Background: an optimization exercise with open tools, aiming at small area. Do not read the settings as production practice.
Function was checked by simulation only, so behaviour that the tests miss may differ from the original.
Power is estimated from default activity; no workload was simulated. The clock port is modelled as an ideal driver; clocking choices that lean on that would not hold on a real chip.

===== run.sh =====
#!/bin/bash
# synth_recipe.tcl (not shown) runs the flow's synth.tcl, then flattens the netlist and writes it again
# the make line also repeats each setting of config.mk as NAME=value (left out here)
make -C /OpenROAD-flow-scripts/flow DESIGN_CONFIG=/design/flow/config.mk WORK_HOME=/design/flow/orfs CLKGATE_MAP_FILE= SYNTH_SCRIPT=/design/flow/synth_recipe.tcl finish

===== config.mk =====
export PLATFORM = sky130hd
export DESIGN_NAME = ram
export DESIGN_NICKNAME = ram
export VERILOG_FILES = /design/flow/design.v
export SDC_FILE = /design/flow/constraint.sdc
export NUM_CORES = 4
export LEC_CHECK = 0
export CAP_MARGIN = 20
export CORE_MARGIN = 2
export CORE_UTILIZATION = 50
export SLEW_MARGIN = 20

===== constraint.sdc =====
create_clock -name core_clock -period 10.0 [get_ports {clock}]
set_input_delay 2.0000 -clock core_clock [delete_from_list [all_inputs] [get_ports {clock}]]
set_output_delay 2.0000 -clock core_clock [all_outputs]
set_load 0.01 [all_outputs]

===== design.v =====
module ram
#(parameter logHeight = 5)  
(bytein, byteout, adr, rwn, clock);
    input logic [7:0] bytein;
    input logic [logHeight+1:0] adr;
    input logic rwn, clock;
    output logic [7:0] byteout;
    localparam N = 2**(logHeight+2);
    logic [7:0] mem [N-1:0];
    logic                 pend_we;
    logic [logHeight+1:0] pend_adr;
    logic [7:0]           pend_data;
    always_ff @(posedge clock) begin
        pend_we   <= ~rwn;
        pend_adr  <= adr;
        pend_data <= bytein;
        if (pend_we)
            mem[pend_adr] <= pend_data;
        if (rwn)
            byteout <= mem[adr];
    end
endmodule

==> summary.md, run 1 <==
| Metric | Value |
|---|---|
| Final setup fails | `0` |
| Fin crit period | `5.23 ns` |
| Crit path top cell by count | `mux4_2` |
| Multi-input gate area | `8390 um^2` |
| Routed vias | `17400` |
| Max-cap violations | `0` |
| Resize count post-CTS | `0` |
| Min-delay worst type | `flip-flop to flip-flop` |
| Post-Syn Nets | `1669` |
| Initial core utilization | `0.506` |
| Crit path arrival time | `5.63 ns` |
| Asr flop ratio synth | `0` |
| Fin. max-slew vios | `0` |
| HPWL Detailed | `51700 um` |
| Ant. Diodes | `0` |
| Synth cell count leaders | `edfxtp_1, mux4_2, nor2_1` |
| RSZ-0062 raised after global routing | `false` |
| Count leader, synth | `edfxtp_1` |
| Placed inst area | `41500 um^2` |
| Clock Sinks | `1048` |
| Core area | `79100 um^2` |
| Slowest-stage cell, CP | `mux4_2` |
| Gpl congestion | `0.760` |
| Nets | `1737` |
| Fin util | `0.568` |
| DRT Pass-1 Iters | `5` |
| Sequential Area | `31300 um^2` |
| Worst Path Max Fanout | `71` |
| Area Growth Syn to Fin | `12.1%` |
| Grt total ovfl | `0` |
| EDFF count, synth | `1032` |
| Seq/Total Area, Yosys | `0.781` |
| Yosys warnings | `1` |
| Worst slew margin | `0.227` |
| Drt wl/cell | `31.2 um` |
| DR iter-0 viols | `2050` |
| Global Route Usage Sum | `0.223` |
| Post-CTS setup buffer count | `0` |
| Register bit total from synthesis | `1048` |
| DRC violations left | `0` |
| Main synth FF type | `edfxtp_1` |
| Max clock buf depth | `3` |
| Routed WL | `89200 um` |
| Area contributors post-synth | `edfxtp_1, mux4_2, nor2_1` |
| Fin. Hold Viols | `0` |
| CTS buffer count | `104` |
| Yosys cell types | `18` |
| Port Buffers | `24` |
| Die span in x | `287 um` |
| Total power | `0.00914 W` |
| Fillers | `5803` |
| Worst path cell trace | `buf_8 > buf_12 > buf_16 > mux4_2 > mux4_2 > mux4_2 > mux2_2` |
| Vias/cell | `6.11` |
| Syn Inst Count | `1652` |
| Crit path capture type | `flip-flop` |
| Fin crit share | `0.523` |
| Synth area leader | `edfxtp_1` |
| Die Y | `287 um` |
| Hold Slack | `0.654 ns` |
| Layout cells sized above 1 | `0.298` |
| Average cell area after synthesis | `24.3 um^2` |
| Sw Ratio | `0.204` |
| Highest clock rate | `191 MHz` |
| I/O Pins | `25` |
| TritonCTS clock tree | `built` |
| # rows | `103` |
| Logic gate share of total power | `0.045` |
| Clock H-tree levels | `3` |
| Worst-Margin Slew | `1.16 ns` |
| Sequential power share | `0.535` |
| Worst VDD drop | `0.000205 V` |
| CP Class | `primary input to flip-flop` |
| Antenna violations before repair | `10` |
| P_int | `0.00727 W` |
| Crit start category | `primary input` |
| DRT antenna net count | `0` |
| Area fraction of the dominant cell type after synthesis | `0.773` |
| Vias in the first global route | `17800` |
| Worst-Skew Late Latency | `0.66 ns` |
| Hold buffers post-CTS | `0` |
| Cell area after synthesis | `40100 um^2` |
| Largest net degree at the start of global routing | `112` |
| Slowest stage delay, CP | `0.60 ns` |
| Clk slew on worst S/H paths | `0.06 ns` |
| LEAKAGE | `13.6 nW` |
| Clock Tree Root | `clkbuf_16` |
| Clk pwr share | `0.420` |
| TNS Setup | `0 ns` |
| First-pass GRT wire length | `129000 um` |
| Sw Pwr | `0.00187 W` |
| PD cells | `203 nW/um^2` |
| Clock tree skew after final layout | `0.0239 ns` |
| Outcome | `no timing/DRC/antenna violations` |
| Cell area after layout | `44900 um^2` |
| Worst endpoint required time | `10.40 ns` |
| Die ar. | `82400 um^2` |
[power by group through the flow]
stage	sequential (W)	clock (W)	combinational (W)
final	0.00489	0.00384	0.000408
after global routing	0.00489	0.00407	0.000432
after CTS	0.00489	0.00390	0.000415
after detailed placement	0.00498	0	0.000414
after global placement	0.00498	0	0.000410
after floorplan	0.00499	0	0.000241
[per-stage QoR]
step	instances	setup slack, ns
6_report	2856	4.77
3_3_place_gp	2663	4.06
4_1_cts	2855	4.74
2_1_floorplan	1652	5.38
3_5_place_dp	2663	4.04
5_1_grt	2856	4.53
[flip-flops by register name, indices dropped and copies added (netlist names)]
| register | cells |
|---|---|
| mem | 1024 |
| byteout | 8 |
| pend_data | 8 |
| pend_adr | 7 |
| pend_we | 1 |
[final cells by class]
class	instances	area share
multi-input cells	514	0.187
well taps	1050	0.0292
clock inverters	57	0.0121
clock buffers	135	0.0629
flip-flops and latches	1048	0.698
repair buffers	51	0.0112
inverters	1	0.0000836
[placed cells by master, fill, tap and decap left out, drive strengths merged]
| cell type | count |
|---|---|
| edfxtp | 1032 |
| mux4 | 336 |
| clkbuf | 135 |
| nor2 | 122 |
| clkinv | 40 |
| buf | 32 |
| clkdlybuf4s50 | 19 |
| dfxtp | 16 |
| nand2 | 14 |
| nand3 | 12 |
| bufinv | 10 |
| nor3 | 9 |
| mux2 | 8 |
| nor2b | 7 |
| clkinvlp | 6 |
| nand4 | 3 |
| nand2b | 2 |
| inv | 2 |
| or3 | 1 |
[routing by layer]
| metal | part of all wire | up-vias | wire length, um | track usage |
|---|---|---|---|---|
| li1 | - | 7228 | - | - |
| met1 | 0.43 | 9517 | 37900 | 0.327 |
| met2 | 0.49 | 576 | 44000 | 0.355 |
| met3 | 0.061 | 121 | 5460 | 0.0392 |
| met4 | 0.020 | 6 | 1750 | 0.0525 |
| met5 | 0.00052 | - | 46 | 0 |
[kinds of logic (layout without fill, tap and decap cells)]
logic type	after synthesis	after routing	share of synthesized area
simple gates	170	170	0.0174
buf+inv	90	244	0.0100
flops	1048	1048	0.781
mux	344	344	0.191
[worst paths after layout]
check        slack [ns]     endpoint         start  depth (start not counted)
min reg2reg        0.65  mem[103][6]  pend_data[6]                          0
min                0.65  mem[103][6]  pend_data[6]                          0
max                4.77   byteout[7]        adr[0]                          7
max reg2reg        6.95    mem[9][0]   pend_adr[0]                          2
[critical path: cells and delay by family]
family | cells | cell delay (ns)
buffers and inverters | 3 | 1.43
muxes | 4 | 1.90
==> inputs of run 2 (changes only) <==
--- a/design.v
+++ b/design.v
@@ -1 +1,11 @@
+module rd_aoi3 (a, s, y);
+    input  logic [2:0] a, s;
+    output logic y;
+    assign y = ~((a[0] & s[0]) | (a[1] & s[1]) | (a[2] & s[2]));
+endmodule
+module rd_aoi2 (a, s, y);
+    input  logic [1:0] a, s;
+    output logic y;
+    assign y = ~((a[0] & s[0]) | (a[1] & s[1]));
+endmodule
 module ram
@@ -7,3 +17,4 @@
     output logic [7:0] byteout;
-    localparam N = 2**(logHeight+2);
+    localparam N  = 2**(logHeight+2);
+    localparam NG = (N + 2) / 3;    
     logic [7:0] mem [N-1:0];
@@ -12,2 +23,29 @@
     logic [7:0]           pend_data;
+    logic [3*NG-1:0] rsel;
+    always_comb begin
+        rsel = '0;
+        for (int i = 0; i < N; i++)
+            rsel[i] = (adr == i);
+    end
+    logic [7:0] rdata;
+    genvar b, g;
+    generate
+        for (b = 0; b < 8; b++) begin : bit_g
+            logic [NG-1:0] leaf_n;
+            for (g = 0; g < NG; g++) begin : grp_g
+                if (3*g + 2 < N) begin : full_g
+                    rd_aoi3 u (
+                        .a({mem[3*g+2][b], mem[3*g+1][b], mem[3*g][b]}),
+                        .s(rsel[3*g+2:3*g]),
+                        .y(leaf_n[g]));
+                end else begin : part_g
+                    rd_aoi2 u (
+                        .a({mem[3*g+1][b], mem[3*g][b]}),
+                        .s(rsel[3*g+1:3*g]),
+                        .y(leaf_n[g]));
+                end
+            end
+            assign rdata[b] = ~&leaf_n;
+        end
+    endgenerate
     always_ff @(posedge clock) begin
@@ -19,3 +57,3 @@
         if (rwn)
-            byteout <= mem[adr];
+            byteout <= rdata;
     end
--- a/config.mk
+++ b/config.mk
@@ -9,3 +9,5 @@
 export CORE_MARGIN = 2
-export CORE_UTILIZATION = 50
+export CORE_UTILIZATION = 35
 export SLEW_MARGIN = 20
+export SYNTH_HIERARCHICAL = 1
+export SYNTH_MINIMUM_KEEP_SIZE = 0
==> run 2 against run 1 <==
  * Still clean
  * Register-to-register slack improved by 0.12 ns
  * Utilization decreased by 16 points
  * Clock skew increased by 0.018 ns
  * Sequential share of layout area increased by 4.1 points
  * Clock power increased by 1%
  * Cell count increased by 21%
  * Routed wire length increased by 12%
  * Critical path depth increased by 1
  * Worst hold slack improved by 0.047 ns
  * Sequential power about the same
  * Synthesized cell count increased by 13%
  * Count of clock-buffer cells in the layout decreased by 13
  * Critical endpoint is now byteout[1]
  * Highest routed layer unchanged
==> summary.md, run 2 <==
| Metric | Value |
|---|---|
| Final setup fails | `0 (unchanged)` |
| Syn Inst Count | `1865 (+13%)` |
| Max-cap violations | `0 (unchanged)` |
| Routed vias | `20900 (+20%)` |
| LEAKAGE | `12.7 nW (-7.1%)` |
| Seq/Total Area, Yosys | `0.846 (+0.0647)` |
| Layout cells sized above 1 | `0.0954 (-0.203)` |
| Fin. max-slew vios | `0 (unchanged)` |
| Clk pwr share | `0.434 (+0.014)` |
| Clock tree skew after final layout | `0.0424 ns (+0.0185 ns)` |
| Worst Path Max Fanout | `8 (-89%)` |
| Crit start category | `primary input` |
| Hold buffers post-CTS | `0 (unchanged)` |
| Sequential power share | `0.546 (+0.011)` |
| Vias/cell | `6.03 (-1.2%)` |
| Area contributors post-synth | `edfxtp_1, a222oi_1, nor2_1` |
| Top flop regs | `mem: 1024 flops, byteout: 8 flops, pend_data: 8 flops` |
| RSZ-0062 raised after global routing | `false` |
| Fillers | `9225 (+59%)` |
| Highest clock rate | `170 MHz (-11%)` |
| Sw Pwr | `0.00178 W (-4.8%)` |
| DRT antenna net count | `0 (unchanged)` |
| Post-Syn Nets | `1882 (+13%)` |
| Max reg flops | `1024 (unchanged)` |
| Most common cell after layout, fill and taps aside | `edfxtp_1` |
| Sequential Area | `31300 um^2 (unchanged)` |
| Average cell area after synthesis | `19.8 um^2 (-18%)` |
| DRT Pass-1 Iters | `15 (+10)` |
| Crit path capture type | `flip-flop` |
| Clk slew on worst S/H paths | `0.06 ns (about the same)` |
| Logic gate share of total power | `0.020 (-0.025)` |
| Crit path arrival time | `6.24 ns (+0.61 ns)` |
| Main synth FF type | `edfxtp_1` |
| Die Y | `329 um (+15%)` |
| Fin crit share | `0.588 (+0.0647)` |
| Max clock buf depth | `3 (unchanged)` |
| Outcome | `no timing/DRC/antenna violations` |
| Worst endpoint required time | `10.36 ns (-0.04 ns)` |
| Commonest cells after routing, fill and taps aside | `edfxtp_1, a222oi_1, nor2_1` |
| Cell area after synthesis | `37000 um^2 (-7.7%)` |
| I/O Pins | `25 (unchanged)` |
| Grt total ovfl | `0 (unchanged)` |
| Worst-Margin Slew | `1.24 ns (+0.0866 ns)` |
| P_int | `0.00719 W (-1.1%)` |
| Worst VDD drop | `0.000166 V (-19%)` |
| Worst path cell trace | `clkdlybuf4s50_1 > and2b_1 > nand3_1 > nor2_1 > a222oi_1 > nand4_1 > nor4_1 > nand3_1` |
| Worst path top cell family by delay | `simple AND/OR/NAND/NOR gates` |
| Reg2reg setup slack | `7.07 ns (+0.12 ns)` |
| Vias in the first global route | `20100 (+13%)` |
| Fin. Hold Viols | `0 (unchanged)` |
| Routed WL | `99900 um (+12%)` |
| TNS Setup | `0 ns (unchanged)` |
| First-pass GRT wire length | `143000 um (+10%)` |
| Drt wl/cell | `28.9 um (-7.5%)` |
| Yosys cell types | `22 (+4)` |
| Crit path buffers/inverters | `1 (-2)` |
| Sw Ratio | `0.198 (-0.00623)` |
| Slowest-stage cell, CP | `nor4_1` |
| Multi-input gate area | `5560 um^2 (-34%)` |
| Gpl congestion | `0.902 (+19%)` |
| CTS buffer count | `100 (-3.8%)` |
| Crit path top cell by count | `nand3_1` |
| Area Growth Syn to Fin | `14.7%` |
| DR iter-0 viols | `4209 (+110%)` |
| Synth cell count leaders | `edfxtp_1, a222oi_1, nor2_1` |
| Yosys warnings | `7 (+6)` |
| Fin crit period | `5.88 ns (+0.647 ns)` |
| Worst slew margin | `0.164 (-0.0625)` |
| Register bit total from synthesis | `1048 (unchanged)` |
| Clock Tree Root | `clkbuf_16` |
| Total power | `0.00897 W (-1.8%)` |
| Clock H-tree levels | `3 (unchanged)` |
| PD cells | `211 nW/um^2 (+3.9%)` |
| Ant. Diodes | `0 (unchanged)` |
| Min-delay worst type | `flip-flop to flip-flop` |
| Clock Sinks | `1048 (unchanged)` |
| CP Class | `primary input to flip-flop` |
| Die ar. | `108000 um^2 (+31%)` |
| Port Buffers | `24 (unchanged)` |
| Die span in x | `329 um (+15%)` |
| Resize count post-CTS | `0 (unchanged)` |
| TritonCTS clock tree | `built` |
| Synth area leader | `edfxtp_1` |
| Largest net degree at the start of global routing | `90 (-20%)` |
| Global Route Usage Sum | `0.180 (-0.0424)` |
| Initial core utilization | `0.352 (-0.154)` |
| Antenna violations before repair | `4 (-6)` |
| DRC violations left | `0 (unchanged)` |
| # rows | `119 (+16%)` |
| Count leader, synth | `edfxtp_1` |
| Slowest stage delay, CP | `1.08 ns (+0.48 ns)` |
| EDFF count, synth | `1032 (unchanged)` |
| Worst-Skew Late Latency | `0.68 ns (+0.02 ns)` |
| Post-CTS setup buffer count | `0 (unchanged)` |
| Area fraction of the dominant cell type after synthesis | `0.838 (+0.0641)` |
| Nets | `2001 (+15%)` |
| Core area | `105000 um^2 (+33%)` |
| HPWL Detailed | `63300 um (+22%)` |
| Top reg by flops | `mem` |
| Asr flop ratio synth | `0 (unchanged)` |
==> run 2: changes by cell type in the layout (fill, tap and decap cells not counted), sizes merged, moves of 6 or more <==
| cell | previous run | this run |
|---|---|---|
| nor2 | 122 | 258 |
| nor4 | 0 | 16 |
| mux2 | 8 | 0 |
| a222oi | 0 | 336 |
| buf | 32 | 18 |
| a22oi | 0 | 8 |
| clkbuf | 135 | 122 |
| nand4 | 3 | 84 |
| nand3 | 12 | 32 |
| bufinv | 10 | 16 |
| mux4 | 336 | 0 |
| nand2 | 14 | 25 |
==> run 2: area by class of cell <==
class / instances / area share
flip-flops and latches: 1048 / 0.739
well taps: 1391 / 0.0410
repair buffers: 42 / 0.00888
clock inverters: 62 / 0.0176
inverters: 1 / 0.0000885
multi-input cells: 791 / 0.131
clock buffers: 122 / 0.0626
==> run 2: worst paths after layout <==
check          startpoint         end  cells after the start
max                adr[2]  byteout[1]                      8
min          pend_data[1]  mem[42][1]                      0
min reg2reg  pend_data[1]  mem[42][1]                      0
max reg2reg   pend_adr[0]  mem[41][5]                      4
==> run 2: metrics by stage <==
stage	hold WS, ns	setup WS [ns]	util	cell area [um^2]	cells
floorplan	0.613	6.17	-	37000	1865
global placement	0.673	3.71	0.371	39000	3271
detailed placement	0.683	3.74	0.371	39000	3272
CTS	0.700	4.41	0.403	42400	3456
global route	0.737	4.27	0.404	42400	3457
finish	0.701	4.12	0.404	42400	3457
==> run 2: power groups by stage <==
stage,registers [W],logic (W),clock network [W]
2_1_floorplan,0.00499,0.0000571,0
3_3_place_gp,0.00499,0.000172,0
3_5_place_dp,0.00499,0.000176,0
4_1_cts,0.00489,0.000176,0.00393
5_1_grt,0.00490,0.000186,0.00411
6_report,0.00489,0.000179,0.00389
==> run 2: per-module statistics from Yosys, one instance, submodules excluded <==
module   flops+latches  cells
ram               1048   1521
rd_aoi2              0      1
rd_aoi3              0      1
==> run 2: metal layers <==
metal,part of all wire,GRT usage,up-vias
met1,0.39,0.247,10700
met4,0.031,0.0602,8
met3,0.11,0.0427,184
met5,0.00046,0,-
li1,-,-,8618
met2,0.47,0.284,1399
==> run 2: cell families (layout without fill, tap and decap cells) <==
family | after synthesis | after routing | synth area share
AO/OA/AOI/OAI | 344 | 344 | 0.0936
buffers and inverters | 26 | 227 | 0.00433
flip-flops | 1048 | 1048 | 0.846
AND/OR/NAND/NOR | 447 | 447 | 0.0559
==> inputs of run 3 (changes only) <==
==> flow/run.sh (new file) <==
#!/bin/bash
# Standard layout, but clock tree synthesis without dummy loads.
set -euo pipefail
export CTS_ARGS="-sink_clustering_enable -repair_clock_nets -dont_use_dummy_load"
bash standard.sh finish > standard_flow.log 2>&1
==> standard.sh (new file) <==
#!/bin/bash
# synth_recipe.tcl (not shown) runs the flow's synth.tcl, then flattens the netlist and writes it again
# the make line also repeats each setting of config.mk as NAME=value (left out here)
make -C /OpenROAD-flow-scripts/flow DESIGN_CONFIG=/design/flow/config.mk WORK_HOME=/design/flow/orfs CLKGATE_MAP_FILE= SYNTH_SCRIPT=/design/flow/synth_recipe.tcl "${@:-finish}"
removed: run.sh
==> run 3 against run 2 <==
  * Count of clock-buffer cells in the layout is 22 lower
  * Cell count is 2.5% lower
  * Synthesized cell count stayed put
  * Highest routed layer unchanged
  * First-iteration DRC count is 3.5% lower
  * Synthesized area stayed put
  * Worst setup slack better by 0.18 ns
  * Combinational power hardly changed
  * Still clean
  * Flip-flop and latch count stayed put
  * Critical path type unchanged
==> summary.md, run 3 <==
| Metric | Value |
|---|---|
| TritonCTS clock tree | `built` |
| Syn Inst Count | `1865 (unchanged)` |
| Nets | `2000 (-0.050%)` |
| I/O Pins | `25 (unchanged)` |
| Clk slew on worst S/H paths | `0.06 ns (about the same)` |
| HPWL Detailed | `63300 um (unchanged)` |
| Clock Tree Root | `clkbuf_16` |
| R2R Path Start | `pend_adr[0]` |
| Core area | `105000 um^2 (unchanged)` |
| Grt total ovfl | `0 (unchanged)` |
| Area Growth Syn to Fin | `12.2%` |
| Synth cell count leaders | `edfxtp_1, a222oi_1, nor2_1` |
| CTS buffer count | `100 (unchanged)` |
| Reg2reg setup slack | `6.97 ns (-0.10 ns)` |
| Max reg flops | `1024 (unchanged)` |
| Drt wl/cell | `29.3 um (+1.5%)` |
| Crit path top cell by count | `nand3_1` |
| Clk pwr share | `0.383 (-0.051)` |
| Post-CTS setup buffer count | `0 (unchanged)` |
| Worst-Skew Late Latency | `0.67 ns (about the same)` |
| Worst path cell trace | `clkdlybuf4s50_1 > and2b_1 > nand3_1 > nor2_1 > a222oi_1 > nand4_1 > nor4_1 > nand3_1` |
| Crit path arrival time | `6.07 ns (-0.17 ns)` |
| Worst endpoint required time | `10.37 ns (about the same)` |
| Count leader, synth | `edfxtp_1` |
| Main synth FF type | `edfxtp_1` |
| Worst reg2reg path depth | `3 (-1)` |
| Area fraction of the dominant cell type after synthesis | `0.838 (unchanged)` |
| Asr flop ratio synth | `0 (unchanged)` |
| Highest clock rate | `175 MHz (+3.2%)` |
| Multi-input gate area | `5560 um^2 (unchanged)` |
| Antenna violations before repair | `4 (unchanged)` |
| Slowest stage delay, CP | `0.98 ns (-0.10 ns)` |
| Crit start category | `primary input` |
| Fillers | `9296 (+0.77%)` |
| Worst VDD drop | `0.000153 V (-7.8%)` |
| Min-delay worst type | `flip-flop to flip-flop` |
| Seq/Total Area, Yosys | `0.846 (unchanged)` |
| Most common cell after layout, fill and taps aside | `edfxtp_1` |
| Final setup fails | `0 (unchanged)` |
| Sw Ratio | `0.194 (-0.00417)` |
| Port Buffers | `24 (unchanged)` |
| Vias in the first global route | `20000 (-0.18%)` |
| Worst Path Max Fanout | `8 (unchanged)` |
| DRT Pass-1 Iters | `17 (+2)` |
| CP Class | `primary input to flip-flop` |
| Hold buffers post-CTS | `0 (unchanged)` |
| Cell Count, Final, Fillers Out | `3372 (-2.5%)` |
| Placed cell count | `3272 (unchanged)` |
| Hold_sp | `pend_data[1]` |
| Die ar. | `108000 um^2 (unchanged)` |
| Fin crit period | `5.70 ns (-0.180 ns)` |
| Outcome | `no timing/DRC/antenna violations` |
| Die Y | `329 um (unchanged)` |
| First-pass GRT wire length | `141000 um (-0.79%)` |
| Register bit total from synthesis | `1048 (unchanged)` |
| Fin. max-slew vios | `0 (unchanged)` |
| Layout cells sized above 1 | `0.0732 (-0.0222)` |
| PD cells | `198 nW/um^2 (-6.2%)` |
| Yosys cell types | `22 (unchanged)` |
| Max-cap violations | `0 (unchanged)` |
| Routed WL | `98900 um (-0.99%)` |
| Clock tree skew after final layout | `0.0650 ns (+0.0227 ns)` |
| Max clock buf depth | `3 (unchanged)` |
| P_int | `0.00663 W (-7.8%)` |
| Gpl congestion | `0.902 (unchanged)` |
| EDFF count, synth | `1032 (unchanged)` |
| Cell area after synthesis | `37000 um^2 (unchanged)` |
| Area contributors post-synth | `edfxtp_1, a222oi_1, nor2_1` |
| Crit path capture type | `flip-flop` |
| Worst hold endpoint | `mem[36][1]` |
| Die span in x | `329 um (unchanged)` |
| Worst slew margin | `0.179 (+0.0147)` |
| Sequential Area | `31300 um^2 (unchanged)` |
| Commonest cells after routing, fill and taps aside | `edfxtp_1, a222oi_1, nor2_1` |
| Routed vias | `20600 (-1.4%)` |
| Initial core utilization | `0.352 (unchanged)` |
| LEAKAGE | `12.2 nW (-3.4%)` |
| Top flop regs | `mem: 1024 flops, byteout: 8 flops, pend_data: 8 flops` |
| Post-Syn Nets | `1882 (unchanged)` |
| Fin. Hold Viols | `0 (unchanged)` |
| Slowest-stage cell, CP | `nor4_1` |
| Ant. Diodes | `0 (unchanged)` |
| Sw Pwr | `0.00159 W (-10%)` |
| Clock H-tree levels | `3 (unchanged)` |
| Worst r2r dst | `mem[61][2]` |
| Worst-Margin Slew | `1.23 ns (-0.0136 ns)` |
| Worst hold stages | `0 (unchanged)` |
| TNS Setup | `0 ns (unchanged)` |
| Yosys warnings | `7 (unchanged)` |
| # rows | `119 (unchanged)` |
| DRT antenna net count | `0 (unchanged)` |
| Average cell area after synthesis | `19.8 um^2 (unchanged)` |
| Vias/cell | `6.10 (+1.0%)` |
| Top reg by flops | `mem` |
| Largest net degree at the start of global routing | `90 (unchanged)` |
| DRC violations left | `0 (unchanged)` |
| RSZ-0062 raised after global routing | `false` |
| Logic gate share of total power | `0.022 (+0.002)` |
| Clock Sinks | `1048 (unchanged)` |
| DR iter-0 viols | `4061 (-3.5%)` |
| Global Route Usage Sum | `0.179 (-0.00102)` |
| Synth area leader | `edfxtp_1` |
| Sequential power share | `0.595 (+0.049)` |
| Resize count post-CTS | `0 (unchanged)` |
| Fin crit share | `0.570 (-0.0180)` |
## run 3: cell counts after synthesis
No cell type changed its count.
## run 3: final cells by class
cell class	count	area share
timing repair buffer	41	0.00880
inverter	1	0.0000904
clock buffer	100	0.0603
sequential	1048	0.755
multi-input combinational	791	0.134
tap	1391	0.0419
## run 3: power groups by stage
stage / clock network (W) / registers (W) / logic, W
5_1_grt: 0.00336 / 0.00490 / 0.000186
3_5_place_dp: 0 / 0.00499 / 0.000176
3_3_place_gp: 0 / 0.00499 / 0.000172
6_report: 0.00315 / 0.00490 / 0.000179
2_1_floorplan: 0 / 0.00499 / 0.0000571
4_1_cts: 0.00320 / 0.00490 / 0.000176
## run 3: how the worst max path moves through the flow
stage / start / to / slack (ns) / depth (start not counted)
2_1_floorplan: adr[4] / byteout[0] / 6.17 / 8
3_3_place_gp: adr[2] / byteout[0] / 3.71 / 8
3_5_place_dp: adr[2] / byteout[0] / 3.74 / 8
4_1_cts: adr[2] / byteout[0] / 4.40 / 8
5_1_grt: adr[2] / byteout[2] / 4.35 / 8
6_report: adr[2] / byteout[4] / 4.30 / 8
## run 3: cell families after synthesis
kind of cell           share of synthesized area
flip-flops                                 0.846
AND/OR/NAND/NOR                           0.0559
AO/OA/AOI/OAI                             0.0936
buffers and inverters                    0.00433
## run 3: modules after synthesis, one instance, submodules excluded
module | cells inside | times used
rd_aoi3 | 1 | 336
rd_aoi2 | 1 | 8
ram | 1521 | 1
## run 3: stage by stage
step	worst slack, ns	utilization	hold slack (ns)	cell area, um^2	power [W]
2_1_floorplan	6.17	-	0.613	37000	0.00505
3_3_place_gp	3.71	0.371	0.673	39000	0.00516
3_5_place_dp	3.74	0.371	0.683	39000	0.00516
4_1_cts	4.40	0.395	0.692	41500	0.00827
5_1_grt	4.35	0.395	0.717	41500	0.00844
6_report	4.30	0.395	0.680	41500	0.00823
## run 3: metal layers
layer,vias to the layer above,GRT usage,share of wire
li1,8509,-,-
met1,10400,0.244,0.39
met2,1410,0.282,0.46
met3,192,0.0452,0.12
met4,8,0.0623,0.033
met5,-,0,0.00051
## run 3: critical path, delay by kind of cell
| family | cells | cell delay, ns |
|---|---|---|
| compound gates | 1 | 0.62 |
| buf+inv | 1 | 0.73 |
| simple gates | 6 | 2.70 |
==> inputs of run 4 (changes only) <==
==> flow/run.sh (replaced) <==
#!/bin/bash
# Standard layout, but a leaner clock tree: no dummy loads, and larger sink
# clusters driven by clkbuf_16 (the flip-flop clock slew stays near 100 ps).
set -euo pipefail
export CTS_ARGS="-sink_clustering_enable -repair_clock_nets -dont_use_dummy_load -buf_list sky130_fd_sc_hd__clkbuf_16 -sink_clustering_size 30 -sink_clustering_max_diameter 100"
bash standard.sh finish > standard_flow.log 2>&1
==> run 4 against run 3 <==
  * Count of clock-buffer cells in the layout decreased by 60
  * Critical path depth unchanged
  * Combinational power about the same
  * Still clean
  * Synthesized area did not move
  * Highest routed layer unchanged
  * Critical path type unchanged
  * Via count down 1.5%
  * Total power is 15% lower
  * Die area unchanged
  * Design area shrank 3.6%
  * Non-clock buffer count unchanged
  * Worst hold slack improved by 0.032 ns
==> summary.md, run 4 <==
| Metric | Value |
|---|---|
| Initial core utilization | `0.352 (unchanged)` |
| Compound-Gate Fraction of Synth Area | `0.0936 (unchanged)` |
| Clock tree skew after final layout | `0.0339 ns (-0.0311 ns)` |
| Worst path cell trace | `clkdlybuf4s50_1 > and2b_1 > nand3_1 > nor2_1 > a222oi_1 > nand4_1 > nor4_1 > nand3_1` |
| Crit path capture type | `flip-flop` |
| Post-Syn Nets | `1882 (unchanged)` |
| Vias/cell | `6.11 (+0.26%)` |
| Final setup fails | `0 (unchanged)` |
| Gpl congestion | `0.902 (unchanged)` |
| TNS Setup | `0 ns (unchanged)` |
| Critical Path Start | `adr[2]` |
| TritonCTS clock tree | `built` |
| Crit path top cell by count | `nand3_1` |
| Global Route Usage Sum | `0.176 (-0.00320)` |
| RSZ-0062 raised after global routing | `false` |
| Die ar. | `108000 um^2 (unchanged)` |
| Largest net degree at the start of global routing | `90 (unchanged)` |
| CP Class | `primary input to flip-flop` |
| Crit path arrival time | `6.07 ns (about the same)` |
| EDFF count, synth | `1032 (unchanged)` |
| Synth area leader | `edfxtp_1` |
| Routed WL | `97900 um (-0.98%)` |
| Most common cell after layout, fill and taps aside | `edfxtp_1` |
| Slowest stage delay, CP | `1.03 ns (+0.05 ns)` |
| Worst VDD drop | `0.000114 V (-26%)` |
| Cell area after synthesis | `37000 um^2 (unchanged)` |
| Sequential Area | `31300 um^2 (unchanged)` |
| Worst slew margin | `0.213 (+0.0340)` |
| LEAKAGE | `11.5 nW (-6.0%)` |
| Die span in x | `329 um (unchanged)` |
| Hold Slack | `0.712 ns (+0.0319 ns)` |
| Top flop regs | `mem: 1024 flops, byteout: 8 flops, pend_data: 8 flops` |
| Count leader, synth | `edfxtp_1` |
| Outcome | `no timing/DRC/antenna violations` |
| Fin. max-slew vios | `0 (unchanged)` |
| Area Growth Syn to Fin | `8.13%` |
| Post-CTS setup buffer count | `0 (unchanged)` |
| Ant. Diodes | `0 (unchanged)` |
| Asr flop ratio synth | `0 (unchanged)` |
| Area contributors post-synth | `edfxtp_1, a222oi_1, nor2_1` |
| Port Buffers | `24 (unchanged)` |
| HPWL Detailed | `63300 um (unchanged)` |
| DRT Pass-1 Iters | `14 (-3)` |
| First-pass GRT wire length | `139000 um (-1.4%)` |
| Top reg by flops | `mem` |
| Area fraction of the dominant cell type after synthesis | `0.838 (unchanged)` |
| Core area | `105000 um^2 (unchanged)` |
| Fin. Hold Viols | `0 (unchanged)` |
| Multi-input gate area | `5560 um^2 (unchanged)` |
| CTS buffer count | `40 (-60%)` |
| Yosys warnings | `7 (unchanged)` |
| Drt wl/cell | `29.6 um (+0.81%)` |
| Fin crit share | `0.575 (+0.00508)` |
| Register bit total from synthesis | `1048 (unchanged)` |
| # rows | `119 (unchanged)` |
| DR iter-0 viols | `4041 (-0.49%)` |
| Max-cap violations | `0 (unchanged)` |
| Sw Ratio | `0.197 (+0.00324)` |
| Sequential power share | `0.700 (+0.105)` |
| Seq/Total Area, Yosys | `0.846 (unchanged)` |
| CP endpoint | `byteout[2]` |
| Highest clock rate | `174 MHz (-0.88%)` |
| Logic gate share of total power | `0.026 (+0.004)` |
| Max reg flops | `1024 (unchanged)` |
| Grt total ovfl | `0 (unchanged)` |
| Average cell area after synthesis | `19.8 um^2 (unchanged)` |
| Syn Inst Count | `1865 (unchanged)` |
| R2R Path Start | `pend_adr[0]` |
| Fin crit period | `5.75 ns (+0.0508 ns)` |
| Worst Path Max Fanout | `8 (unchanged)` |
| Worst reg2reg path depth | `3 (unchanged)` |
| Worst endpoint required time | `10.32 ns (-0.05 ns)` |
| Clock H-tree levels | `2 (-1)` |
| Largest family of logic cells by synthesized area | `compound AO/OA/AOI/OAI gates` |
| Synth Area in Simple Gates | `0.0559 (unchanged)` |
| Routed vias | `20200 (-1.5%)` |
| PD cells | `175 nW/um^2 (-12%)` |
| Commonest cells after routing, fill and taps aside | `edfxtp_1, a222oi_1, nor2_1` |
| Hold buffers post-CTS | `0 (unchanged)` |
| DRC violations left | `0 (unchanged)` |
| Layout cells sized above 1 | `0.0442 (-0.0289)` |
| I/O Pins | `25 (unchanged)` |
| Die Y | `329 um (unchanged)` |
| Clk pwr share | `0.274 (-0.109)` |
| Main synth FF type | `edfxtp_1` |
| Antenna violations before repair | `3 (-1)` |
| Sw Pwr | `0.00138 W (-14%)` |
| Fillers | `9440 (+1.5%)` |
| Clock Tree Root | `clkbuf_16` |
| Worst r2r dst | `mem[109][5]` |
| Clk slew on worst S/H paths | `0.11 ns (+0.05 ns)` |
| Crit start category | `primary input` |
| Worst-Margin Slew | `1.17 ns (-0.0588 ns)` |
| Slowest-stage cell, CP | `nor4_1` |
| Resize count post-CTS | `0 (unchanged)` |
| Reg2reg setup slack | `7.00 ns (+0.03 ns)` |
| DRT antenna net count | `0 (unchanged)` |
| Vias in the first global route | `19500 (-2.6%)` |
| Synth Area in XOR/XNOR | `0 (unchanged)` |
| Multiplexer share of the synthesized area | `0 (unchanged)` |
| Clock Sinks | `1048 (unchanged)` |
| Synth cell count leaders | `edfxtp_1, a222oi_1, nor2_1` |
| P_int | `0.00561 W (-15%)` |
| Max clock buf depth | `3 (unchanged)` |
| Post-synthesis adder-cell area fraction | `0 (unchanged)` |
| Min-delay worst type | `flip-flop to flip-flop` |
| Yosys cell types | `22 (unchanged)` |
| Worst-Skew Late Latency | `0.62 ns (-0.05 ns)` |
| Nets | `1940 (-3.0%)` |
==> run 4: worst max-delay path, delay by kind of cell <==
kind | cells | cell delay, ns
and+or+nand+nor | 6 | 2.78
AOI/OAI and AO/OA | 1 | 0.57
buffers and inverters | 1 | 0.71
==> run 4: routing by layer <==
| layer | share of wire | global-route usage |
|---|---|---|
| met5 | 0.00038 | 0 |
| met2 | 0.47 | 0.281 |
| met1 | 0.39 | 0.242 |
| met3 | 0.11 | 0.0378 |
| met4 | 0.032 | 0.0560 |
==> run 4: how the worst min path moves through the flow <==
stage / end / cells past startpoint / from / slack (ns)
final: byteout[7] / 4 / mem[109][7] / 0.71
after global routing: byteout[7] / 4 / mem[109][7] / 0.76
after CTS: byteout[7] / 4 / mem[109][7] / 0.71
after detailed placement: byteout[7] / 4 / mem[109][7] / 0.68
after global placement: byteout[7] / 4 / mem[109][7] / 0.67
after floorplan: byteout[0] / 4 / mem[4][0] / 0.61
==> run 4: layout make-up <==
cell class / instances / share of cell area
timing repair buffer: 41 / 0.00913
multi-input combinational: 791 / 0.139
clock buffer: 40 / 0.0250
tap: 1391 / 0.0435
sequential: 1048 / 0.783
inverter: 1 / 0.0000938
==> run 4: logic make-up (layout without fill, tap and decap cells) <==
logic type,Yosys count,after routing
buf+inv,26,82
compound gates,344,344
simple gates,447,447
flops,1048,1048
==> run 4: stage by stage <==
step	setup WS [ns]	cell area [um^2]	cells	total power, W	util
global route	4.30	40000	3312	0.00716	0.381
floorplan	6.17	37000	1865	0.00505	-
global placement	3.71	39000	3271	0.00516	0.371
finish	4.25	40000	3312	0.00698	0.381
detailed placement	3.74	39000	3272	0.00516	0.371
CTS	4.36	40000	3312	0.00701	0.380
==> run 4: power groups by stage <==
stage	logic (W)	registers [W]	clock network, W
2_1_floorplan	0.0000571	0.00499	0
3_3_place_gp	0.000172	0.00499	0
3_5_place_dp	0.000176	0.00499	0
4_1_cts	0.000176	0.00489	0.00194
5_1_grt	0.000186	0.00489	0.00208
6_report	0.000178	0.00489	0.00192
==> run 4: Yosys stat by module (local to each module, per instance) <==
module   area (um^2)  cells  times used
rd_aoi3         10.0      1         336
rd_aoi2         12.5      1           8
ram            33500   1521           1
==> inputs of run 5 (changes only) <==
--- a/flow/run.sh
+++ b/flow/run.sh
@@ -3,4 +3,6 @@
 # clusters driven by clkbuf_16 (the flip-flop clock slew stays near 100 ps).
+# Ports are buffered with the smallest buffer.
 set -euo pipefail
 export CTS_ARGS="-sink_clustering_enable -repair_clock_nets -dont_use_dummy_load -buf_list sky130_fd_sc_hd__clkbuf_16 -sink_clustering_size 30 -sink_clustering_max_diameter 100"
+export BUFFER_PORTS_ARGS="-buffer_cell sky130_fd_sc_hd__buf_1"
 bash standard.sh finish > standard_flow.log 2>&1
==> run 5 against run 4 <==
  * Total power grew 0.33%
  * First-iteration DRC count grew 4.0%
  * Flip-flop and latch count is the same
  * Worst hold slack lost 0.030 ns
  * Utilization shrank 0.089 points
  * Synthesized cell count is the same
  * Register-to-register slack gained 0.07 ns
  * Clock power is essentially flat
  * Critical endpoint is now byteout[1]
  * Largest cell class unchanged
  * Highest routed layer unchanged
==> summary.md, run 5 <==
| Metric | Value |
|---|---|
| PD cells | `176 nW/um^2 (+0.57%)` |
| Top flop regs | `mem: 1024 flops, byteout: 8 flops, pend_data: 8 flops` |
| Commonest cells after routing, fill and taps aside | `edfxtp_1, a222oi_1, nor2_1` |
| TritonCTS clock tree | `built` |
| Cell Count, Final, Fillers Out | `3318 (+0.18%)` |
| Worst r2r dst | `mem[127][4]` |
| Worst-Margin Slew | `1.18 ns (+0.00977 ns)` |
| Hold buffers post-CTS | `0 (unchanged)` |
| Gpl congestion | `0.919 (+1.9%)` |
| Reg2reg setup slack | `7.07 ns (+0.07 ns)` |
| Largest net degree at the start of global routing | `99 (+10%)` |
| Crit start category | `primary input` |
| Synth cell count leaders | `edfxtp_1, a222oi_1, nor2_1` |
| R2R Path Start | `pend_adr[1]` |
| Vias/cell | `6.17 (+0.99%)` |
| Crit path arrival time | `5.61 ns (-0.46 ns)` |
| First-pass GRT wire length | `142000 um (+1.8%)` |
| Synth area leader | `edfxtp_1` |
| Yosys cell types | `22 (unchanged)` |
| Worst Path Max Fanout | `8 (unchanged)` |
| Worst slew margin | `0.212 (-0.00153)` |
| Max reg flops | `1024 (unchanged)` |
| Hold Slack | `0.682 ns (-0.0302 ns)` |
| Resize count post-CTS | `0 (unchanged)` |
| Core area | `105000 um^2 (unchanged)` |
| CP Class | `primary input to flip-flop` |
| Worst reg2reg path depth | `2 (-1)` |
| Area contributors post-synth | `edfxtp_1, a222oi_1, nor2_1` |
| CP Depth | `8 (unchanged)` |
| Pre-CTS setup slack | `4.27 ns (+0.527 ns)` |
| EDFF count, synth | `1032 (unchanged)` |
| Fin. max-slew vios | `0 (unchanged)` |
| Worst path top cell family by delay | `simple AND/OR/NAND/NOR gates` |
| Highest clock rate | `189 MHz (+8.8%)` |
| Area Growth Syn to Fin | `7.88%` |
| Routed vias | `20500 (+1.2%)` |
| Placed cell count | `3275 (+0.092%)` |
| Top reg by flops | `mem` |
| Post-Syn Nets | `1882 (unchanged)` |
| Seq/Total Area, Yosys | `0.846 (unchanged)` |
| Clk slew on worst S/H paths | `0.12 ns (about the same)` |
| Clock tree skew after final layout | `0.0295 ns (-0.00446 ns)` |
| Port Buffers | `24 (unchanged)` |
| Die ar. | `108000 um^2 (unchanged)` |
| DRC violations left | `0 (unchanged)` |
| Worst-Skew Late Latency | `0.62 ns (about the same)` |
| Max-cap violations | `0 (unchanged)` |
| TNS Setup | `0 ns (unchanged)` |
| Average cell area after synthesis | `19.8 um^2 (unchanged)` |
| Drt wl/cell | `29.9 um (+1.2%)` |
| Antenna violations before repair | `4 (+1)` |
| Fin crit share | `0.528 (-0.0466)` |
| Placed inst area | `38900 um^2 (-0.31%)` |
| Final setup fails | `0 (unchanged)` |
| Max clock buf depth | `3 (unchanged)` |
| Clock Sinks | `1048 (unchanged)` |
| Register bit total from synthesis | `1048 (unchanged)` |
| DRT Pass-1 Iters | `14 (unchanged)` |
| Global Route Usage Sum | `0.179 (+0.00282)` |
| Post-CTS setup buffer count | `0 (unchanged)` |
| Die Y | `329 um (unchanged)` |
| RSZ-0062 raised after global routing | `false` |
| Syn Inst Count | `1865 (unchanged)` |
| Count leader, synth | `edfxtp_1` |
| Clock Tree Root | `clkbuf_16` |
| Yosys warnings | `7 (unchanged)` |
| Area fraction of the dominant cell type after synthesis | `0.838 (unchanged)` |
| Nets | `1945 (+0.26%)` |
| CTS buffer count | `40 (unchanged)` |
| Worst endpoint required time | `10.32 ns (about the same)` |
| Fin. Hold Viols | `0 (unchanged)` |
| Initial core utilization | `0.352 (unchanged)` |
| # rows | `119 (unchanged)` |
| Worst path cell trace | `buf_1 > and2b_1 > nand2_1 > nor2_1 > a222oi_1 > nand4_1 > nor4_1 > nand3_1` |
| I/O Pins | `25 (unchanged)` |
| Die span in x | `329 um (unchanged)` |
| Min-delay worst type | `flip-flop to flip-flop` |
| Clock H-tree levels | `2 (unchanged)` |
| Routed WL | `99300 um (+1.4%)` |
| Final worst slack | `4.72 ns (+0.466 ns)` |
| Cell area after layout | `39900 um^2 (-0.23%)` |
| Worst VDD drop | `0.000129 V (+13%)` |
| DR iter-0 viols | `4203 (+4.0%)` |
| Grt total ovfl | `0 (unchanged)` |
| Slowest stage delay, CP | `0.85 ns (-0.18 ns)` |
| LEAKAGE | `11.5 nW (-0.29%)` |
| Outcome | `no timing/DRC/antenna violations` |
| Fin crit period | `5.28 ns (-0.466 ns)` |
| Slowest-stage cell, CP | `nor4_1` |
| Layout cells sized above 1 | `0.0467 (+0.00248)` |
| Crit path buffers/inverters | `1 (unchanged)` |
| Main synth FF type | `edfxtp_1` |
| CP endpoint | `byteout[1]` |
| Most common cell after layout, fill and taps aside | `edfxtp_1` |
| Crit path capture type | `flip-flop` |
| Critical Path Start | `adr[2]` |
| Vias in the first global route | `19800 (+1.5%)` |
| Cell area after synthesis | `37000 um^2 (unchanged)` |
| DRT antenna net count | `0 (unchanged)` |
| HPWL Detailed | `63200 um (-0.13%)` |
| Asr flop ratio synth | `0 (unchanged)` |
==> run 5: area by class of cell <==
class,count,area (um^2)
diodes,1,2.50
clock buffers,40,1000
fillers,9526,65200
inverters,1,3.75
multi-input cells,791,5550
flip-flops and latches,1048,31300
well taps,1391,1740
repair buffers,46,274
==> run 5: modules after synthesis, one instance, submodules excluded <==
module / area [um^2] / flops+latches / cells inside / copies in the design
ram: 33500 / 1048 / 1521 / 1
rd_aoi2: 12.5 / 0 / 1 / 8
rd_aoi3: 10.0 / 0 / 1 / 336
==> run 5: report_power, final <==
part | switching [W] | internal [W] | total (W)
clock | 0.00122 | 0.000727 | 0.00194
combinational | 0.000149 | 0.0000283 | 0.000177
sequential | 0.0000429 | 0.00484 | 0.00489
==> run 5: worst min path at each step <==
stage	from	endpoint	slack (ns)	depth (start not counted)
2_1_floorplan	mem[4][0]	byteout[0]	0.61	4
3_3_place_gp	pend_data[0]	mem[37][0]	0.67	0
3_5_place_dp	pend_data[0]	mem[42][0]	0.69	0
4_1_cts	pend_data[0]	mem[42][0]	0.69	0
5_1_grt	pend_data[0]	mem[43][0]	0.70	0
6_report	pend_data[0]	mem[43][0]	0.68	0
==> run 5: per-layer routing <==
metal | part of all wire | routed length (um) | global-route usage | vias up
met1 | 0.39 | 38800 | 0.247 | 10600
li1 | - | - | - | 8386
met4 | 0.034 | 3350 | 0.0576 | 2
met5 | 0.00020 | 20 | 0 | -
met2 | 0.47 | 46400 | 0.286 | 1338
met3 | 0.11 | 10700 | 0.0360 | 176
==> run 5: kinds of logic after synthesis <==
family / share of synthesized area
flip-flops: 0.846
AND/OR/NAND/NOR: 0.0559
AO/OA/AOI/OAI: 0.0936
buffers and inverters: 0.00433
==> run 5: metrics by stage <==
step,total power [W],util
floorplan,0.00505,-
global placement,0.00515,0.370
detailed placement,0.00516,0.370
CTS,0.00702,0.379
global route,0.00720,0.380
finish,0.00701,0.380
==> inputs of run 6 (changes only) <==
==> design.v (replaced) <==
module rd_aoi3 (a, s, y);
    input  logic [2:0] a, s;
    output logic y;
    assign y = ~((a[0] & s[0]) | (a[1] & s[1]) | (a[2] & s[2]));
endmodule
module ram
#(parameter logHeight = 5)  
(bytein, byteout, adr, rwn, clock);
    input logic [7:0] bytein;
    input logic [logHeight+1:0] adr;
    input logic rwn, clock;
    output logic [7:0] byteout;
    localparam N  = 2**(logHeight+2);
    localparam NS = N + 1;           
    localparam NG = NS / 3;          
    logic [7:0] mem [N-1:0];
    logic                 pend_we;
    logic [logHeight+1:0] pend_adr;
    logic [7:0]           pend_data;
    logic [3*NG-1:0] rsel;
    always_comb begin
        rsel = '0;
        for (int i = 0; i < N; i++)
            rsel[i] = rwn & (adr == i);
        rsel[N] = ~rwn;
    end
    logic [7:0] nextout;
    genvar b, g;
    generate
        for (b = 0; b < 8; b++) begin : bit_g
            logic [3*NG-1:0] src;
            logic [NG-1:0]   leaf_n;
            for (g = 0; g < N; g++) begin : src_g
                assign src[g] = mem[g][b];
            end
            assign src[N] = byteout[b];    
            for (g = 0; g < NG; g++) begin : grp_g
                rd_aoi3 u (
                    .a(src[3*g+2:3*g]),
                    .s(rsel[3*g+2:3*g]),
                    .y(leaf_n[g]));
            end
            assign nextout[b] = ~&leaf_n;
        end
    endgenerate
    always_ff @(posedge clock) begin
        pend_we   <= ~rwn;
        pend_adr  <= adr;
        pend_data <= bytein;
        if (pend_we)
            mem[pend_adr] <= pend_data;
        byteout <= nextout;
    end
endmodule
==> run 6 against run 5 <==
  * Largest cell class unchanged
  * Highest routed layer unchanged
  * Critical path depth fell by 1
  * First-iteration DRC count grew 13%
  * Utilization is essentially flat
  * Flip-flop and latch count stayed put
  * Register-to-register slack got worse by 0.05 ns
  * Cell count rose by 0.27%
  * Sequential power hardly changed
==> summary.md, run 6 <==
| Metric | Value |
|---|---|
| Top reg by flops | `mem` |
| EDFF count, synth | `1024 (-0.78%)` |
| Clk slew on worst S/H paths | `0.12 ns (about the same)` |
| Worst-Skew Late Latency | `0.61 ns (about the same)` |
| Yosys warnings | `7 (unchanged)` |
| LEAKAGE | `11.5 nW (about the same)` |
| Die ar. | `109000 um^2 (+0.20%)` |
| DRT Pass-1 Iters | `17 (+3)` |
| Clock tree skew after final layout | `0.0456 ns (+0.0162 ns)` |
| Worst VDD drop | `0.000123 V (-4.9%)` |
| Vias/cell | `6.15 (-0.32%)` |
| Core area | `105000 um^2 (unchanged)` |
| Die Y | `329 um (+0.10%)` |
| I/O Pins | `25 (unchanged)` |
| Top flop regs | `mem: 1024 flops, byteout: 8 flops, pend_data: 8 flops` |
| Fin crit share | `0.528 (about the same)` |
| Count leader, synth | `edfxtp_1` |
| Outcome | `no timing/DRC/antenna violations` |
| Vias in the first global route | `19600 (-0.99%)` |
| RSZ-0062 raised after global routing | `false` |
| Synth cell count leaders | `edfxtp_1, a222oi_1, nor2_1` |
| DR iter-0 viols | `4742 (+13%)` |
| CTS buffer count | `42 (+5.0%)` |
| Commonest cells after routing, fill and taps aside | `edfxtp_1, a222oi_1, nor2_1` |
| Gpl congestion | `0.959 (+4.3%)` |
| Worst hold stages | `4 (+4)` |
| Initial core utilization | `0.353 (+0.000726)` |
| Cell area after synthesis | `37100 um^2 (+0.21%)` |
| HPWL Detailed | `65600 um (+3.7%)` |
| Routed vias | `20500 (-0.054%)` |
| Highest clock rate | `189 MHz (about the same)` |
| Area fraction of the dominant cell type after synthesis | `0.829 (-0.00820)` |
| Clock Tree Root | `clkbuf_16` |
| Ant. Diodes | `0 (-1)` |
| Max clock buf depth | `3 (unchanged)` |
| Fin crit period | `5.28 ns (+0.000580 ns)` |
| DRT antenna net count | `0 (unchanged)` |
| R2R Path Start | `pend_adr[1]` |
| Fin. max-slew vios | `0 (unchanged)` |
| Global Route Usage Sum | `0.181 (+0.00213)` |
| Synth area leader | `edfxtp_1` |
| Worst Path Max Fanout | `16 (+8)` |
| Pre-CTS setup slack | `4.37 ns (+0.0972 ns)` |
| Fin. Hold Viols | `0 (unchanged)` |
| Post-Syn Nets | `1907 (+1.3%)` |
| Nets | `1955 (+0.51%)` |
| Area contributors post-synth | `edfxtp_1, a222oi_1, nor2_1` |
| Final worst slack | `4.72 ns (-0.000580 ns)` |
| Slowest stage delay, CP | `0.90 ns (+0.05 ns)` |
| Slowest-stage cell, CP | `nor4_1` |
| Crit start category | `primary input` |
| Port Buffers | `24 (unchanged)` |
| Cell area after layout | `39900 um^2 (about the same)` |
| Grt total ovfl | `0 (unchanged)` |
| Hold buffers post-CTS | `0 (unchanged)` |
| Clock H-tree levels | `2 (unchanged)` |
| Worst reg2reg path depth | `2 (unchanged)` |
| Placed inst area | `38800 um^2 (about the same)` |
| Routed WL | `100000 um (+1.1%)` |
| Multi-input gate area | `5660 um^2 (+1.8%)` |
| TNS Setup | `0 ns (unchanged)` |
| CP Class | `primary input to flip-flop` |
| CP endpoint | `byteout[2]` |
| Max reg flops | `1024 (unchanged)` |
| Reg2reg setup slack | `7.02 ns (-0.05 ns)` |
| Min-delay worst type | `flip-flop to flip-flop` |
| Drt wl/cell | `30.2 um (+0.82%)` |
| Worst endpoint required time | `10.44 ns (+0.12 ns)` |
| TritonCTS clock tree | `built` |
| Antenna violations before repair | `5 (+1)` |
| Final setup fails | `0 (unchanged)` |
| Seq/Total Area, Yosys | `0.842 (-0.00390)` |
| Register bit total from synthesis | `1048 (unchanged)` |
| Layout cells sized above 1 | `0.0439 (-0.00282)` |
| Crit path arrival time | `5.72 ns (+0.11 ns)` |
| Worst-Margin Slew | `1.16 ns (-0.0147 ns)` |
| Resize count post-CTS | `0 (unchanged)` |
| Asr flop ratio synth | `0 (unchanged)` |
| Sequential Area | `31300 um^2 (-0.26%)` |
| Worst path cell trace | `buf_1 > nand3b_1 > nor2_1 > a222oi_1 > nand4_1 > nor4_1 > nand3_1` |
| Yosys cell types | `28 (+27%)` |
| Max-cap violations | `0 (unchanged)` |
| Average cell area after synthesis | `19.6 um^2 (-1.1%)` |
| Fillers | `9518 (-0.084%)` |
| Area Growth Syn to Fin | `7.65%` |
| First-pass GRT wire length | `143000 um (+0.97%)` |
| # rows | `119 (unchanged)` |
| Die span in x | `329 um (+0.10%)` |
| Worst r2r dst | `mem[91][7]` |
| Syn Inst Count | `1890 (+1.3%)` |
| Fin util | `0.380 (about the same)` |
| Largest net degree at the start of global routing | `81 (-18%)` |
| Clock Sinks | `1048 (unchanged)` |
| Main synth FF type | `edfxtp_1` |
| PD cells | `176 nW/um^2 (+0.44%)` |
| DRC violations left | `0 (unchanged)` |
| Critical Path Start | `adr[6]` |
| Crit path capture type | `flip-flop` |
| Hold Slack | `0.657 ns (-0.0253 ns)` |
| Post-CTS setup buffer count | `0 (unchanged)` |
| Most common cell after layout, fill and taps aside | `edfxtp_1` |
| Worst slew margin | `0.217 (+0.00484)` |
[run 6: logic make-up (layout without fill, tap and decap cells)]
| logic type | count (synthesis) | count (layout) | synth area share |
|---|---|---|---|
| buf+inv | 36 | 82 | 0.00618 |
| simple gates | 462 | 462 | 0.0587 |
| flops | 1048 | 1048 | 0.842 |
| compound gates | 344 | 344 | 0.0929 |
[run 6: stage by stage]
stage,cells,total power [W]
floorplan,1890,0.00506
global placement,3285,0.00515
detailed placement,3285,0.00516
CTS,3327,0.00707
global route,3327,0.00722
finish,3327,0.00704
[run 6: modules after synthesis, one instance, submodules excluded]
module / cell area [um^2] / flip-flops and latches
ram: 33600 / 1048
rd_aoi3: 10.0 / 0
[run 6: power breakdown]
part / total, W / switching [W] / internal (W)
clock network: 0.00198 / 0.00122 / 0.000761
registers: 0.00490 / 0.0000612 / 0.00484
logic: 0.000157 / 0.000128 / 0.0000291
[run 6: cell type report]
cell class              instances  area share
clock buffers                  42      0.0263
flip-flops and latches       1048       0.783
repair buffers                 39     0.00508
inverters                       1   0.0000940
well taps                    1391      0.0436
multi-input cells             806       0.142
[run 6: worst min path at each step]
stage / from / endpoint
after floorplan: mem[4][0] / byteout[0]
after global placement: mem[106][5] / byteout[5]
after detailed placement: mem[103][1] / byteout[1]
after CTS: mem[103][1] / byteout[1]
after global routing: mem[106][5] / byteout[5]
final: mem[103][1] / byteout[1]
[run 6: per-layer routing]
metal / track usage / part of all wire
met5: 0 / 0.00063
met3: 0.0356 / 0.11
met2: 0.281 / 0.46
met1: 0.257 / 0.39
met4: 0.0590 / 0.034
[run 6: critical path: cells and delay by family]
family	cells	cell delay, ns
and+or+nand+nor	5	2.53
buffers and inverters	1	0.31
AOI/OAI and AO/OA	1	0.86
==> inputs of run 7 (changes only) <==
--- a/config.mk
+++ b/config.mk
@@ -9,3 +9,3 @@
 export CORE_MARGIN = 2
-export CORE_UTILIZATION = 35
+export CORE_UTILIZATION = 42
 export SLEW_MARGIN = 20
==> run 7 against run 6 <==
  * Sequential share of layout area increased by 0.57 points
  * Still clean on timing, DRC and antenna
  * Routed wire length is 2.0% lower
  * Register-to-register slack worse by 0.07 ns
  * Sequential power about the same
  * Clock power barely moved
  * Highest routed layer unchanged
  * Count of clock-buffer cells in the layout shrank 1
  * Worst setup slack improved by 0.23 ns
  * Worst hold slack better by 0.0083 ns
  * Design area down 0.72%
==> summary.md, run 7 <==
| Metric | Value |
|---|---|
| Crit path arrival time | `5.53 ns (-0.19 ns)` |
| Initial core utilization | `0.425 (+0.0727)` |
| Met1 Use GR | `0.310 (+0.0530)` |
| Met3 GRT Util | `0.0396 (+0.00390)` |
| Commonest cells after routing, fill and taps aside | `edfxtp_1, a222oi_1, nor2_1` |
| Clock tree skew after final layout | `0.0447 ns (-0.000959 ns)` |
| Die ar. | `90700 um^2 (-16%)` |
| Resize count post-CTS | `0 (unchanged)` |
| Post-Syn Nets | `1907 (unchanged)` |
| Top flop regs | `mem: 1024 flops, byteout: 8 flops, pend_data: 8 flops` |
| Routed vias | `20400 (-0.30%)` |
| Slowest-stage cell, CP | `nor4_1` |
| Max reg flops | `1024 (unchanged)` |
| Highest clock rate | `198 MHz (+4.6%)` |
| CTS buffer count | `41 (-2.4%)` |
| Drt wl/cell | `31.8 um (+5.5%)` |
| Fin. max-slew vios | `0 (unchanged)` |
| Worst path cell trace | `buf_1 > or3b_1 > nor2_1 > a222oi_1 > nand4_1 > nor4_1 > nand3_1` |
| First-pass GRT wire length | `141000 um (-1.9%)` |
| Most common cell after layout, fill and taps aside | `edfxtp_1` |
| Yosys cell types | `28 (unchanged)` |
| Vias/cell | `6.60 (+7.3%)` |
| Fin. Hold Viols | `0 (unchanged)` |
| DRT antenna net count | `0 (unchanged)` |
| Die span in x | `301 um (-8.6%)` |
| Max clock buf depth | `3 (unchanged)` |
| Antenna violations before repair | `2 (-3)` |
| TritonCTS clock tree | `built` |
| Cell area after synthesis | `37100 um^2 (unchanged)` |
| Main synth FF type | `edfxtp_1` |
| Asr flop ratio synth | `0 (unchanged)` |
| Worst-Skew Late Latency | `0.64 ns (+0.03 ns)` |
| Synth area leader | `edfxtp_1` |
| Global Route Usage Sum | `0.215 (+0.0339)` |
| Fin crit period | `5.05 ns (-0.234 ns)` |
| Crit path buffers/inverters | `1 (unchanged)` |
| Core area | `87200 um^2 (-17%)` |
| Clock Tree Root | `clkbuf_16` |
| Min-delay worst type | `flip-flop to flip-flop` |
| EDFF count, synth | `1024 (unchanged)` |
| Register bit total from synthesis | `1048 (unchanged)` |
| Final setup fails | `0 (unchanged)` |
| Max-cap violations | `0 (unchanged)` |
| DRT Pass-1 Iters | `13 (-4)` |
| Largest net degree at the start of global routing | `90 (+11%)` |
| Vias in the first global route | `19600 (-0.19%)` |
| Worst VDD drop | `0.000163 V (+33%)` |
| Gpl congestion | `0.949 (-1.1%)` |
| Worst endpoint required time | `10.48 ns (+0.04 ns)` |
| GRT met2 Usage | `0.338 (+0.0572)` |
| LEAKAGE | `11.5 nW (about the same)` |
| Ant. Diodes | `0 (unchanged)` |
| Hold Slack | `0.665 ns (+0.00825 ns)` |
| Top reg by flops | `mem` |
| TNS Setup | `0 ns (unchanged)` |
| Clock H-tree levels | `2 (unchanged)` |
| Count leader, synth | `edfxtp_1` |
| Fin crit share | `0.505 (-0.0234)` |
| Synth cell count leaders | `edfxtp_1, a222oi_1, nor2_1` |
| P_int | `0.00561 W (-0.30%)` |
| Area contributors post-synth | `edfxtp_1, a222oi_1, nor2_1` |
| Seq/Total Area, Yosys | `0.842 (unchanged)` |
| Worst path top cell family by delay | `simple AND/OR/NAND/NOR gates` |
| Port Buffers | `24 (unchanged)` |
| Die Y | `301 um (-8.6%)` |
| Crit start category | `primary input` |
| GR peak layer | `met2` |
| Fillers | `7325 (-23%)` |
| RSZ-0062 raised after global routing | `false` |
| Sequential power share | `0.697 (about the same)` |
| I/O Pins | `25 (unchanged)` |
| Grt total ovfl | `0 (unchanged)` |
| Sw Pwr | `0.00141 W (+0.44%)` |
| Clk slew on worst S/H paths | `0.12 ns (about the same)` |
| DRC violations left | `0 (unchanged)` |
| Worst-Margin Slew | `1.04 ns (-0.124 ns)` |
| Nets | `1956 (+0.051%)` |
| Layout cells sized above 1 | `0.0439 (about the same)` |
| Average cell area after synthesis | `19.6 um^2 (unchanged)` |
| Hold buffers post-CTS | `0 (unchanged)` |
| # rows | `108 (-9.2%)` |
| Logic gate share of total power | `0.023 (about the same)` |
| HPWL Detailed | `64800 um (-1.1%)` |
| Routed WL | `98400 um (-2.0%)` |
| Outcome | `no timing/DRC/antenna violations` |
| Clock Sinks | `1048 (unchanged)` |
| Area fraction of the dominant cell type after synthesis | `0.829 (unchanged)` |
| Slowest stage delay, CP | `0.87 ns (-0.03 ns)` |
| Worst Path Max Fanout | `16 (unchanged)` |
| Crit path capture type | `flip-flop` |
| Clk pwr share | `0.280 (about the same)` |
| Fin util | `0.455 (+0.0749)` |
| Yosys warnings | `7 (unchanged)` |
| Area Growth Syn to Fin | `6.87%` |
| Syn Inst Count | `1890 (unchanged)` |
| Sw Ratio | `0.201 (+0.00120)` |
| PD cells | `177 nW/um^2 (+0.57%)` |
| CP Class | `primary input to flip-flop` |
| DR iter-0 viols | `5167 (+9.0%)` |
| Worst slew margin | `0.300 (+0.0834)` |
| Post-CTS setup buffer count | `0 (unchanged)` |
==> run 7: cell counts after synthesis <==
No cell type changed its count.
==> run 7: per-stage QoR <==
| stage | total power, W | cell area (um^2) | setup slack (ns) | instances |
|---|---|---|---|---|
| after floorplan | 0.00506 | 37100 | 6.33 | 1890 |
| after global placement | 0.00515 | 38500 | 4.18 | 3050 |
| after detailed placement | 0.00516 | 38600 | 4.37 | 3051 |
| after CTS | 0.00705 | 39600 | 5.04 | 3092 |
| after global routing | 0.00720 | 39600 | 4.90 | 3092 |
| final | 0.00703 | 39600 | 4.95 | 3092 |
==> run 7: path summary, 6_finish.rpt <==
path	startpoint	end	slack, ns	cells after the start
max	adr[6]	byteout[1]	4.95	7
min reg2reg	mem[106][1]	byteout[1]	0.66	4
max reg2reg	pend_we	mem[43][1]	6.95	3
min	mem[106][1]	byteout[1]	0.66	4
==> run 7: cell type report <==
cell class	instances	area, um^2	share of cell area
multi-input combinational	806	5650	0.143
timing repair buffer	41	238	0.00600
inverter	1	3.75	0.0000947
sequential	1048	31300	0.789
clock buffer	41	1030	0.0259
tap	1155	1450	0.0365
==> run 7: worst min-delay path: stages, from the launching register on <==
cell      delay (ns)
edfxtp_1        0.35
a222oi_1        0.07
nand4_1         0.11
nor4_1          0.06
nand3_1         0.06
==> run 7: kinds of logic (layout without fill, tap and decap cells) <==
family | after synthesis | after routing | share of synthesized area
flip-flops | 1048 | 1048 | 0.842
AND/OR/NAND/NOR | 462 | 462 | 0.0587
buffers and inverters | 36 | 83 | 0.00618
AO/OA/AOI/OAI | 344 | 344 | 0.0929
==> run 7: power by group through the flow <==
stage | Combinational [W] | Sequential [W] | Clock, W
2_1_floorplan | 0.0000717 | 0.00498 | 0
3_3_place_gp | 0.000153 | 0.00500 | 0
3_5_place_dp | 0.000157 | 0.00500 | 0
4_1_cts | 0.000157 | 0.00490 | 0.00199
5_1_grt | 0.000168 | 0.00490 | 0.00213
6_report | 0.000159 | 0.00490 | 0.00197
==> run 7: per-module statistics from Yosys, one instance, submodules excluded <==
module / area (um^2) / flip-flops and latches
ram: 33600 / 1048
rd_aoi3: 10.0 / 0
==> run 7: metal layers <==
layer	share of wire	vias up
met5	0.00013	-
met4	0.029	2
met3	0.12	153
met2	0.47	1355
met1	0.39	10500
li1	-	8443

## static timing again, ports no longer ideal
In the flow no input, the clock included, has a driving cell. The finished layouts below were timed again as built, in two steps.
Step 1 sets driving cells, clkbuf_16 on the clock port and buf_2 on the other inputs (assumed; they add their load-dependent delay and slew).
Step 2 adds t to the input delays and takes it off the output delays; t is the mean of the earliest and latest rising clock arrival at the registers after step 1. Input paths then give back, and output paths get back, about the clock's delay inside the block.
Three values: ideal, step 1, step 2; two values: the first two.
run | t, ns | setup WS [ns] | clock arrival spread, ns | pins driven straight from the clock port
run 1 | 0.715 | 4.768 / 4.789 / 4.074 | 0.028 / 0.028 | 1
run 2 | 0.721 | 4.121 / 4.145 / 3.424 | 0.047 / 0.046 | 1
run 3 | 0.709 | 4.301 / 4.330 / 3.621 | 0.069 / 0.069 | 1
run 4 | 0.669 | 4.251 / 4.278 / 3.609 | 0.036 / 0.035 | 1
run 5 | 0.676 | 4.717 / 4.687 / 4.011 | 0.034 / 0.034 | 1
run 6 | 0.657 | 4.716 / 4.603 / 3.946 | 0.052 / 0.051 | 1
run 7 | 0.684 | 4.950 / 4.914 / 4.229 | 0.051 / 0.051 | 1
After both steps every run listed still meets setup and hold. For run 6, which loses most, drivers alone change the setup slack by -0.113 ns; drivers and shift together by -0.770 ns.
